This is an optimization exercise on Yosys and OpenROAD, whose aim is small area and a short achievable clock period, not a production implementation. Where RTL was checked, it was by simulation tests only, not by an equivalence proof against the original. The flow treats the clock pin as an ideal source, which a real chip does not have. Power is estimated from default activity; no workload was simulated.

job 101:
==> flow/design.v <==
module Register(s_in, r_in, d_in, s_out, r_out, d_out, clock);
parameter W = 8;
input  [15:0] s_in;
input  [7:0]  r_in;
input  [7:0]  d_in;
input         clock;
output reg [15:0] s_out;
output     [7:0]  r_out;
output reg [7:0]  d_out;
reg [W-1:0] r_q;
always @(posedge clock) begin
  s_out <= s_in;
  r_q   <= r_in[W-1:0];
  d_out <= d_in;
end
generate
  if (W < 8) begin : pad
    assign r_out = {{(8 - W){1'b0}}, r_q};
  end else begin : full
    assign r_out = r_q;
  end
endgenerate
endmodule
module Stage(s_in, r_in, nd, s_out, r_out);
parameter J = 9;
input  [15:0] s_in;
input  [7:0]  r_in;
input  [7:0]  nd;
output [15:0] s_out;
output [7:0]  r_out;
localparam WI = (J - 1 < 8) ? J - 1 : 8;
localparam WO = (J < 8) ? J : 8;
wire [7:0] rin_w = r_in & ((9'd1 << WI) - 9'd1);
wire [8:0] t     = {rin_w, s_in[15]};
wire [8:0] c;
wire [7:0] sum;
assign c[0] = 1'b0;
genvar i;
generate
  for (i = 0; i < 8; i = i + 1) begin : b
    assign c[i+1] = (t[i] & nd[i]) | ((t[i] | nd[i]) & c[i]);
    assign sum[i] = t[i] ^ nd[i] ^ c[i];
  end
endgenerate
wire       q     = t[8] | c[8];
wire [7:0] rn    = q ? sum : t[7:0];
assign s_out = {s_in[14:0], q};
assign r_out = rn & ((9'd1 << WO) - 9'd1);
endmodule
module Divider(divisor,dividend,quotient_final,remainder,clock);
input clock;
input [7:0] divisor;
input [15:0] dividend;
output [15:0] quotient_final;
output [22:0] remainder;
wire [15:0] s  [1:15];
wire [7:0]  r  [1:15];
wire [7:0]  d  [1:15];
wire [15:0] sn [1:15];
wire [7:0]  rn [1:15];
reg [15:0] s1;
reg [7:0]  d1;
always @(posedge clock) begin
  s1 <= dividend;
  d1 <= 8'd0 - divisor;
end
assign s[1] = s1;
assign r[1] = 8'd0;
assign d[1] = d1;
wire [15:0] sa;
wire [7:0]  ra;
Stage #(.J(1)) S1 (s[1], r[1], d[1], sa, ra);
Stage #(.J(2)) S2 (sa, ra, d[1], sn[1], rn[1]);
Register #(.W(2)) R2 (sn[1], rn[1], d[1], s[2], r[2], d[2], clock);
genvar k;
generate
  for (k = 2; k <= 14; k = k + 1) begin : st
    Stage #(.J(k + 1)) S (s[k], r[k], d[k], sn[k], rn[k]);
    Register #(.W((k + 1 < 8) ? k + 1 : 8)) R (sn[k], rn[k], d[k], s[k+1], r[k+1], d[k+1], clock);
  end
endgenerate
Stage #(.J(16)) S16 (s[15], r[15], d[15], sn[15], rn[15]);
wire z15 = (d[15] == 8'd0);
reg [15:0] qf;
reg [15:0] rf;
always @(posedge clock) begin
  qf <= sn[15] | {16{z15}};
  rf <= {sn[15][7:0] & {8{z15}}, rn[15]};
end
assign quotient_final = qf;
assign remainder = {7'd0, rf};
endmodule
==> flow/config.mk <==
export PLATFORM = sky130hd
export DESIGN_NAME = Divider
export DESIGN_NICKNAME = Divider
export VERILOG_FILES = /design/flow/design.v
export SDC_FILE = /design/flow/constraint.sdc
export NUM_CORES = 4
export LEC_CHECK = 0
export CAP_MARGIN = 20
export CORE_MARGIN = 2
export CORE_UTILIZATION = 60
export CTS_BUF_LIST = sky130_fd_sc_hd__clkbuf_16
export CTS_CLUSTER_DIAMETER = 100
export CTS_CLUSTER_SIZE = 30
export SETUP_SLACK_MARGIN = 1.4
export SLEW_MARGIN = 20
==> flow/constraint.sdc <==
create_clock -name core_clock -period 3.0 [get_ports {clock}]
set_input_delay 0.6000 -clock core_clock [delete_from_list [all_inputs] [get_ports {clock}]]
set_output_delay 0.6000 -clock core_clock [all_outputs]
set_load 0.01 [all_outputs]
standard.sh (not shown) runs the stock make flow with config.mk's settings and CLKGATE_MAP_FILE= SYNTH_SCRIPT=/design/flow/synth_recipe.tcl, a recipe that flattens the netlist after the stock synthesis.
==> flow/flow/run.sh <==
#!/bin/bash
# The standard ORFS layout with two changes to synthesis: Yosys's full-adder
# extraction is off (ADDER_MAP_FILE empty), and ABC maps for delay with the
# script in flow/abc_speed.script (map -D) instead of ORFS's default. ORFS's
# scripts are copied here so that only that one ABC script differs.
set -euo pipefail
rm -rf scripts_local
cp -r "$FLOW_HOME/scripts" scripts_local
cp flow/abc_speed.script scripts_local/abc_speed.script
bash standard.sh ADDER_MAP_FILE= SCRIPTS_DIR="$PWD/scripts_local" finish > flow_make.log 2>&1
==> flow/flow/abc_speed.script <==
strash
dch
map -D 900
topo
stime -c
buffer -c
upsize -c
dnsize -c
Inputs modified between job 101 and job 102:
diff --git a/flow/config.mk b/flow/config.mk
--- a/flow/config.mk
+++ b/flow/config.mk
@@ -8,5 +8,5 @@
 export CAP_MARGIN = 20
 export CORE_MARGIN = 2
-export CORE_UTILIZATION = 60
+export CORE_UTILIZATION = 40
 export CTS_BUF_LIST = sky130_fd_sc_hd__clkbuf_16
 export CTS_CLUSTER_DIAMETER = 100
Results
Per the final summary, job 102 finished and its layout is clean on timing, DRC and antenna. Looking at final period demand of the worst path, job 102 sits 29 ps above job 101. Job 102 against job 101; peak clock frequency supported by timing is down slightly. Combinational power across job 102 and job 101: no real change. Job 101 and job 102 ended up with roughly the same via total after detailed routing. Number of standard cells in the final layout excluding fillers (job 101 / job 102): 0.931. Synthesized-area fraction occupied by xor and xnor cells delta (job 102 -> job 101): insignificant. Final instance area delta (job 102 − job 101): unfavourable. Job 101 -> job 102: H-tree depth flat. Re wire length reported by the detailed router: job 102 is 0.68% down on job 101. STATUS overall die area: job 102 loses against job 101. On total chip power, job 102 and job 101 are basically level.
Function was not checked in any run of this note: the RTL went through the layout flow alone.

========
Setup of quartz:
Another version of the RTL of Divider (not shown whole).
Size: roughly 1300 cells after synthesis, roughly 64 I/O pins, about 0.014 mm^2 of cells after synthesis.
export LEC_CHECK = 0
export CAP_MARGIN = 20
export CORE_ASPECT_RATIO = 2.0
export CORE_MARGIN = 2
export CORE_UTILIZATION = 60
export CTS_BUF_LIST = sky130_fd_sc_hd__clkbuf_16
export CTS_CLUSTER_DIAMETER = 100
export CTS_CLUSTER_SIZE = 30
export PLACE_DENSITY = 0.75
export SETUP_SLACK_MARGIN = 1.45
export SLEW_MARGIN = 20
create_clock -name core_clock -period 3.0 [get_ports {clock}]
==> flow/flow/run.sh <==
#!/bin/bash
# The standard ORFS layout with these changes:
# - the divider steps 3..16 go to synthesis as sky130 gate netlists, which
#   flow/gen_stage.py writes from design.v (it replaces the Stage module; the
#   registers and everything else stay as in the RTL);
# - synthesis: Yosys's full-adder extraction is off (ADDER_MAP_FILE empty),
#   and ABC maps the remaining logic for delay with flow/abc_speed.script;
# - clock tree: right after TritonCTS, its root buffer (which only drives the
#   two first-level buffers) is removed and each first-level buffer is split
#   in two, so the clock port drives four buffers (flow/rmroot.tcl).
# ORFS's scripts are copied here and only those points differ.
set -euo pipefail
rm -rf scripts_local
cp -r "$FLOW_HOME/scripts" scripts_local
cp flow/abc_speed.script scripts_local/abc_speed.script
cp flow/rmroot.tcl scripts_local/rmroot.tcl
python3 - <<'PY'
p = "scripts_local/cts.tcl"
s = open(p).read()
anchor = "log_cmd clock_tree_synthesis {*}$cts_args\n"
assert anchor in s
s = s.replace(anchor, anchor + "source $::env(SCRIPTS_DIR)/rmroot.tcl\nremove_clock_root\nsplit_clock_level1 4\n")
open(p, "w").write(s)
PY
python3 flow/gen_stage.py design.v > mapped.v 2> gen_stage.log
bash standard.sh ADDER_MAP_FILE= BUFFER_PORTS_ARGS="-buffer_cell sky130_fd_sc_hd__buf_1" SCRIPTS_DIR="$PWD/scripts_local" VERILOG_FILES="$PWD/mapped.v" finish > flow_make.log 2>&1
Scripts as last shown in full above: flow/flow/abc_speed.script
Other scripts of this flow, unchanged in this note and not shown: flow/flow/gen_stage.py, flow/flow/rmroot.tcl
--- input diff quartz..zinc ---
- CORE_ASPECT_RATIO removed (was 2.0)
- PLACE_DENSITY changed from 0.75 to 0.7
- CORE_UTILIZATION changed from 60 to 50
==> comparison <==
Comparing die area for quartz and zinc, the smaller number came from quartz.
Relative to quartz, combinational share of power has decreased by 1.7 points in zinc.
Diff quartz..zinc | total number of clock tree sinks | unchanged
Changes observed in zinc relative to quartz: utilization after layout went down; final worst-path setup slack went up.
Minimum period implied by the final worst setup slack: lower on zinc
For garnet, these inputs were changed with respect to zinc:
- PLACE_DENSITY: 0.7 -> 0.65
- CORE_UTILIZATION: 50 -> 55
- SETUP_SLACK_MARGIN: 1.45 -> 1.4
Results
- Going from zinc to garnet, internal power summed over all cells lower; global-route usage higher; total power after layout lower.
- The source-to-sink clock delay at the later pin of the worst-skew pair of zinc and that of garnet are within noise of each other.
- The share of the clock period used by the worst path in garnet was higher than what zinc gave.
- On garnet: via count is 123 lower than what zinc gave.
- garnet against zinc: power dissipated by switching net loads now sits lower; highest clock frequency the design can meet now sits lower.
- Die area: garnet vs zinc down about 9%
- garnet has less setup slack than zinc.
> inputs changed (garnet -> cedar)
- CORE_UTILIZATION changed from 55 to 60
- SETUP_SLACK_MARGIN changed from 1.4 to 1.45
- PLACE_DENSITY changed from 0.65 to 0.75
- TNS_END_PERCENT newly set to 20
## What came out
- cedar vs garnet: placeable core region down
- cedar ends up with a met3 wire length that is about 16% lower than in garnet.
- In the reports for cedar and garnet, the smaller sum of routed wire length over all layers belongs to garnet.
- For total number of vias, garnet and cedar come out practically identical.
- Lower layout filler cell count among cedar and garnet: cedar
Inputs modified between cedar and raven:
- changing SETUP_SLACK_MARGIN from 1.45 to 1.5
- removing TNS_END_PERCENT (formerly 20)
- changing CORE_UTILIZATION from 60 to 55
- changing PLACE_DENSITY from 0.75 to 0.7
==> summary.txt <==
- Across raven and cedar, the outcome is the same: a clean finish for every run.
- Comparing final design utilization for raven and cedar, the smaller number came from raven.
- Clock period minus final worst setup slack: raven lower than cedar
- Of the two candidates, cedar has the worse worst-case setup margin in the final layout and raven the better one.
- When raven is set beside cedar, its multi-input gate area in the final layout turns out to be 8.4% larger.
- Relative to cedar, number of cells in the design after placement has increased by 0.93% in raven.
- For the final clock period utilization by the worst path, raven came in 2.0 points lower than cedar did.
Setup changes, raven to yarrow
- CORE_UTILIZATION now 50, was 55
On yarrow: total global-route track usage is 1.9 points lower than what raven gave. yarrow ended up with st[7].R.d_out[0] as its start point of the critical path; raven ended up with st[12].R.s_out[15]. Re cell count: yarrow and raven aren't equal, and the lower value belongs to raven. raven has a lower power than yarrow. raven → yarrow: core outline area now larger, placer congestion estimate now larger, die extent in y now larger. Cell area | yarrow vs raven | yarrow larger. raven → yarrow: estimated wirelength of the detail-placed design moved down; combinational power share rose 0.8 points; maximum ir drop on the vdd rail fell 17%.

[what the ideal ports hide]
How much do the figures lean on ideal ports? The routed layouts below were timed once more, with nothing changed but the port constraints. Step 1 (the two cells are an assumption about what drives the block):
set clk [get_ports {clock}]
set_driving_cell -lib_cell sky130_fd_sc_hd__clkbuf_16 $clk
set_driving_cell -lib_cell sky130_fd_sc_hd__buf_2 [delete_from_list [all_inputs] $clk]
Step 2 also shifts input and output timing later by t, the mid clock arrival at the registers, as if the neighbouring blocks saw the same clock. a / b / c = ideal / step 1 / step 2; a / b = the first two.
| run | shift t [ns] | setup WS [ns] | worst hold slack (ns) | worst setup path at the end | worst register clock-pin slew, ns |
|---|---|---|---|---|---|
| job 101 | 0.570 | 1.284 / 1.284 / 0.938 | 0.313 / 0.313 / 0.313 | input to register | 0.11 / 0.11 |
| job 102 | 0.583 | 1.255 / 1.255 / 0.973 | 0.310 / 0.310 / 0.310 | input to register | 0.11 / 0.11 |
| quartz | 0.416 | 1.445 / 1.445 / 1.445 | 0.304 / 0.277 / 0.304 | register to register | 0.12 / 0.12 |
| zinc | 0.417 | 1.514 / 1.502 / 1.514 | 0.313 / 0.267 / 0.313 | register to register | 0.11 / 0.11 |
| garnet | 0.416 | 1.456 / 1.456 / 1.456 | 0.315 / 0.274 / 0.315 | register to register | 0.11 / 0.11 |
| cedar | 0.417 | 1.482 / 1.482 / 1.482 | 0.317 / 0.270 / 0.317 | register to register | 0.11 / 0.11 |
| raven | 0.420 | 1.543 / 1.486 / 1.543 | 0.314 / 0.269 / 0.314 | register to register | 0.11 / 0.11 |
| yarrow | 0.419 | 1.530 / 1.502 / 1.530 | 0.312 / 0.267 / 0.312 | register to register | 0.11 / 0.11 |
After both steps every run listed still meets setup and hold. For job 101, which loses most, drivers alone change the setup slack by 0.000 ns; drivers and shift together by -0.346 ns.
